Context: an optimization exercise on an open-source flow, tuned for small area. The choices shown serve that exercise and are no tape-out recipe.
Function was checked by simulation only, so behaviour that the tests miss may differ from the original.
No driver is modelled on the clock port, so clock power and skew are understated where the tree is cut down; a real chip needs a root buffer or a tree.

==> module onewire_controller, before the edit <==
module onewire_controller (
    input        clk,
    input        rst,
    input        start,
    input        led_on,
    input [55:0] rom_code,
    output wire  busy,
    output wire  done,
    output wire  error,
    input  wire  dq_in,
    output wire  dq_oe
);
    reg [6:0] t;
    reg [6:0] b;
    reg [7:0] crc;
    reg       pres;
    reg       run;      
    wire rph    = b[6] & b[5];                         
    wire acc    = rph & ~b[4] & ~b[3] & ~b[1];         
    wire wrap   = (t[6] & t[3] & ~t[2]) | acc;        
    wire window = rph & b[4] & (b[3] | b[2] | (b[1] & b[0]));    
    wire early  = rph & ~window;                       
    wire ext    = b[2] & b[1] & b[0] & ((b[5] & b[4] & b[3]) | ~(b[5] | b[4] | b[3]));
    wire [63:0] tbl = {rom_code, 8'h55};
    wire rbit = tbl[b[5:0]];
    wire dbit = b[6] ? (b[3] ? led_on : crc[0]) : rbit;
    wire fb   = (crc[0] ^ rbit) & ~b[6] & (b[5] | b[4] | b[3]);
    wire [6:0] reload = {ext, ext | rph, ext, ext, ext | rph, ext & ~rph, ext & ~b[6]};
    wire late    = ~b[6] & ~b[5] & ~b[3] & t[6] & t[5] & t[1];
    wire end_err = late & ~t[0] & ~pres;
    wire [6:0] b_next = busy ? b + {6'd0, wrap} : 7'd101;
    always @(posedge clk) begin
        t <= wrap ? reload : t + 7'd1;
        {b[6], b[4:0]} <= {b_next[6], b_next[4:0]};
        if (wrap)    
            crc <= {fb, crc[7:5], crc[4:3] ^ {2{fb}}, crc[2:1]};
        pres <= ~early & (pres | (~dq_in & window));
    end
    always @(posedge clk or posedge rst) begin
        if (rst) begin
            run  <= 1'b0;
            b[5] <= 1'b1;
        end else begin
            run  <= busy ? ~end_err : start;
            b[5] <= b_next[5];
        end
    end
    assign done  = b[6] & ~b[5] & b[4];        
    assign busy  = run & ~done;
    assign error = late & ~pres;
    wire slot_oe = ~rph & ((t == 7'd0) | (~dbit & ~t[6] & ~(t[5] & t[4] & t[3] & t[2])));
    assign dq_oe = busy & ((early & ~acc) | slot_oe);
endmodule
==> flow/config.mk <==
export PLATFORM = sky130hd
export DESIGN_NAME = onewire_controller
export DESIGN_NICKNAME = onewire_controller
export VERILOG_FILES = /design/flow/design.v
export SDC_FILE = /design/flow/constraint.sdc
export NUM_CORES = 4
export LEC_CHECK = 0
export ABC_AREA = 1
export CAP_MARGIN = 0
export CORE_MARGIN = 2
export CORE_UTILIZATION = 40
export GPL_TIMING_DRIVEN = 0
export SLEW_MARGIN = 0
==> flow/constraint.sdc <==
create_clock -name core_clock -period 10.0 [get_ports {clk}]
set_input_delay 2.0000 -clock core_clock [delete_from_list [all_inputs] [get_ports {clk}]]
set_output_delay 2.0000 -clock core_clock [all_outputs]
set_load 0.01 [all_outputs]
standard.sh (not shown) runs the stock make flow with config.mk's settings and CLKGATE_MAP_FILE= SYNTH_SCRIPT=/design/flow/synth_recipe.tcl, a recipe that flattens the netlist after the stock synthesis.
==> flow/flow/run.sh <==
#!/bin/bash
# Standard ORFS layout (standard.sh) with these changes:
#  - synthesis: flow/synth.tcl maps 4:1 multiplexers to mux4 cells and keeps the
#    smallest of the area-oriented ABC mappings flow/abc_*.script; no adder
#    extraction (ADDER_MAP_FILE empty), so ABC maps the counters' incrementers itself;
#  - ports are buffered by buf_1 instead of clkdlybuf4s50_1;
#  - CTS uses clkbuf_8 without dummy loads, and flow/post_cts.tcl then removes
#    the tree's root buffer: the clock port drives the two leaf buffers.
set -euo pipefail
HERE=$(cd "$(dirname "${BASH_SOURCE[0]}")" && pwd)
export FLOW_SYNTH_TCL=$PWD/synth_recipe.tcl
bash standard.sh \
  "SYNTH_SCRIPT=$HERE/synth.tcl" \
  'ADDER_MAP_FILE=' \
  'BUFFER_PORTS_ARGS=-buffer_cell sky130_fd_sc_hd__buf_1' \
  'CTS_ARGS=-sink_clustering_enable -repair_clock_nets -dont_use_dummy_load -buf_list sky130_fd_sc_hd__clkbuf_8 -root_buf sky130_fd_sc_hd__clkbuf_8' \
  "POST_CTS_TCL=$HERE/post_cts.tcl" \
  finish > make_finish.log 2>&1
Other scripts of this flow, unchanged in this note and not shown: flow/flow/abc_a6.script, flow/flow/abc_d3.script, flow/flow/abc_d7.script, flow/flow/abc_e1.script, flow/flow/abc_e3.script, flow/flow/abc_e4.script, flow/flow/abc_s2.script, flow/flow/mux4map.v, flow/flow/post_cts.tcl, flow/flow/synth.tcl
Rerun with:
--- a/flow/design.v
+++ b/flow/design.v
@@ -21,11 +21,10 @@
     wire window = rph & b[4] & (b[3] | b[2] | (b[1] & b[0]));    
     wire early  = rph & ~window;                       
     wire ext    = b[2] & b[1] & b[0] & ((b[5] & b[4] & b[3]) | ~(b[5] | b[4] | b[3]));
     wire [63:0] tbl = {rom_code, 8'h55};
-    wire rbit = tbl[b[5:0]];
-    wire dbit = b[6] ? (b[3] ? led_on : crc[0]) : rbit;
-    wire fb   = (crc[0] ^ rbit) & ~b[6] & (b[5] | b[4] | b[3]);
+    wire dbit = b[6] ? (b[3] ? led_on : crc[0]) : tbl[b[5:0]];
+    wire fb   = (crc[0] ^ dbit) & (b[6] | b[5] | b[4] | b[3]);
     wire [6:0] reload = {ext, ext | rph, ext, ext, ext | rph, ext & ~rph, ext & ~b[6]};
     wire late    = ~b[6] & ~b[5] & ~b[3] & t[6] & t[5] & t[1];
     wire end_err = late & ~t[0] & ~pres;
     wire [6:0] b_next = busy ? b + {6'd0, wrap} : 7'd101;
Effect: The changed run completed without violations. Fmax shrinks by a little under a tenth. Count of clock-buffer cells in the layout is unchanged. Routed wire length grows by a few percent. Via count grows by a few percent. First-iteration DRC count grows by a few percent. Hold slack barely changes. Utilization shrinks by 0.26 points. Setup slack gets worse by 0.48 ns.

[what the ideal ports hide]
Ports are ideal in the flow. The routed layouts listed here were re-timed in OpenROAD.
Step 1: set_driving_cell puts a clkbuf_16 on clk and a buf_2 on each other input, an assumption about the parent block.
Step 2 also shifts input and output timing later by t, the mid clock arrival at the registers, as if the neighbouring blocks saw the same clock.
a / b / c = no drivers / after step 1 / after step 2; a / b = the first two.
| run | shift t [ns] | setup WS [ns] | worst register clock-pin slew, ns | worst slew at a driven data input, ns | pins driven straight from the clock port |
|---|---|---|---|---|---|
| the first run | 0.168 | 3.779 / 3.756 / 3.756 | 0.08 / 0.08 | 0.04 | 2 |
| the second run | 0.169 | 3.299 / 3.278 / 3.278 | 0.08 / 0.08 | 0.04 | 2 |
After both steps every run listed still meets setup and hold. The setup slack of the first run, which loses most, moves by -0.023 ns with the drivers and by -0.023 ns with both steps.
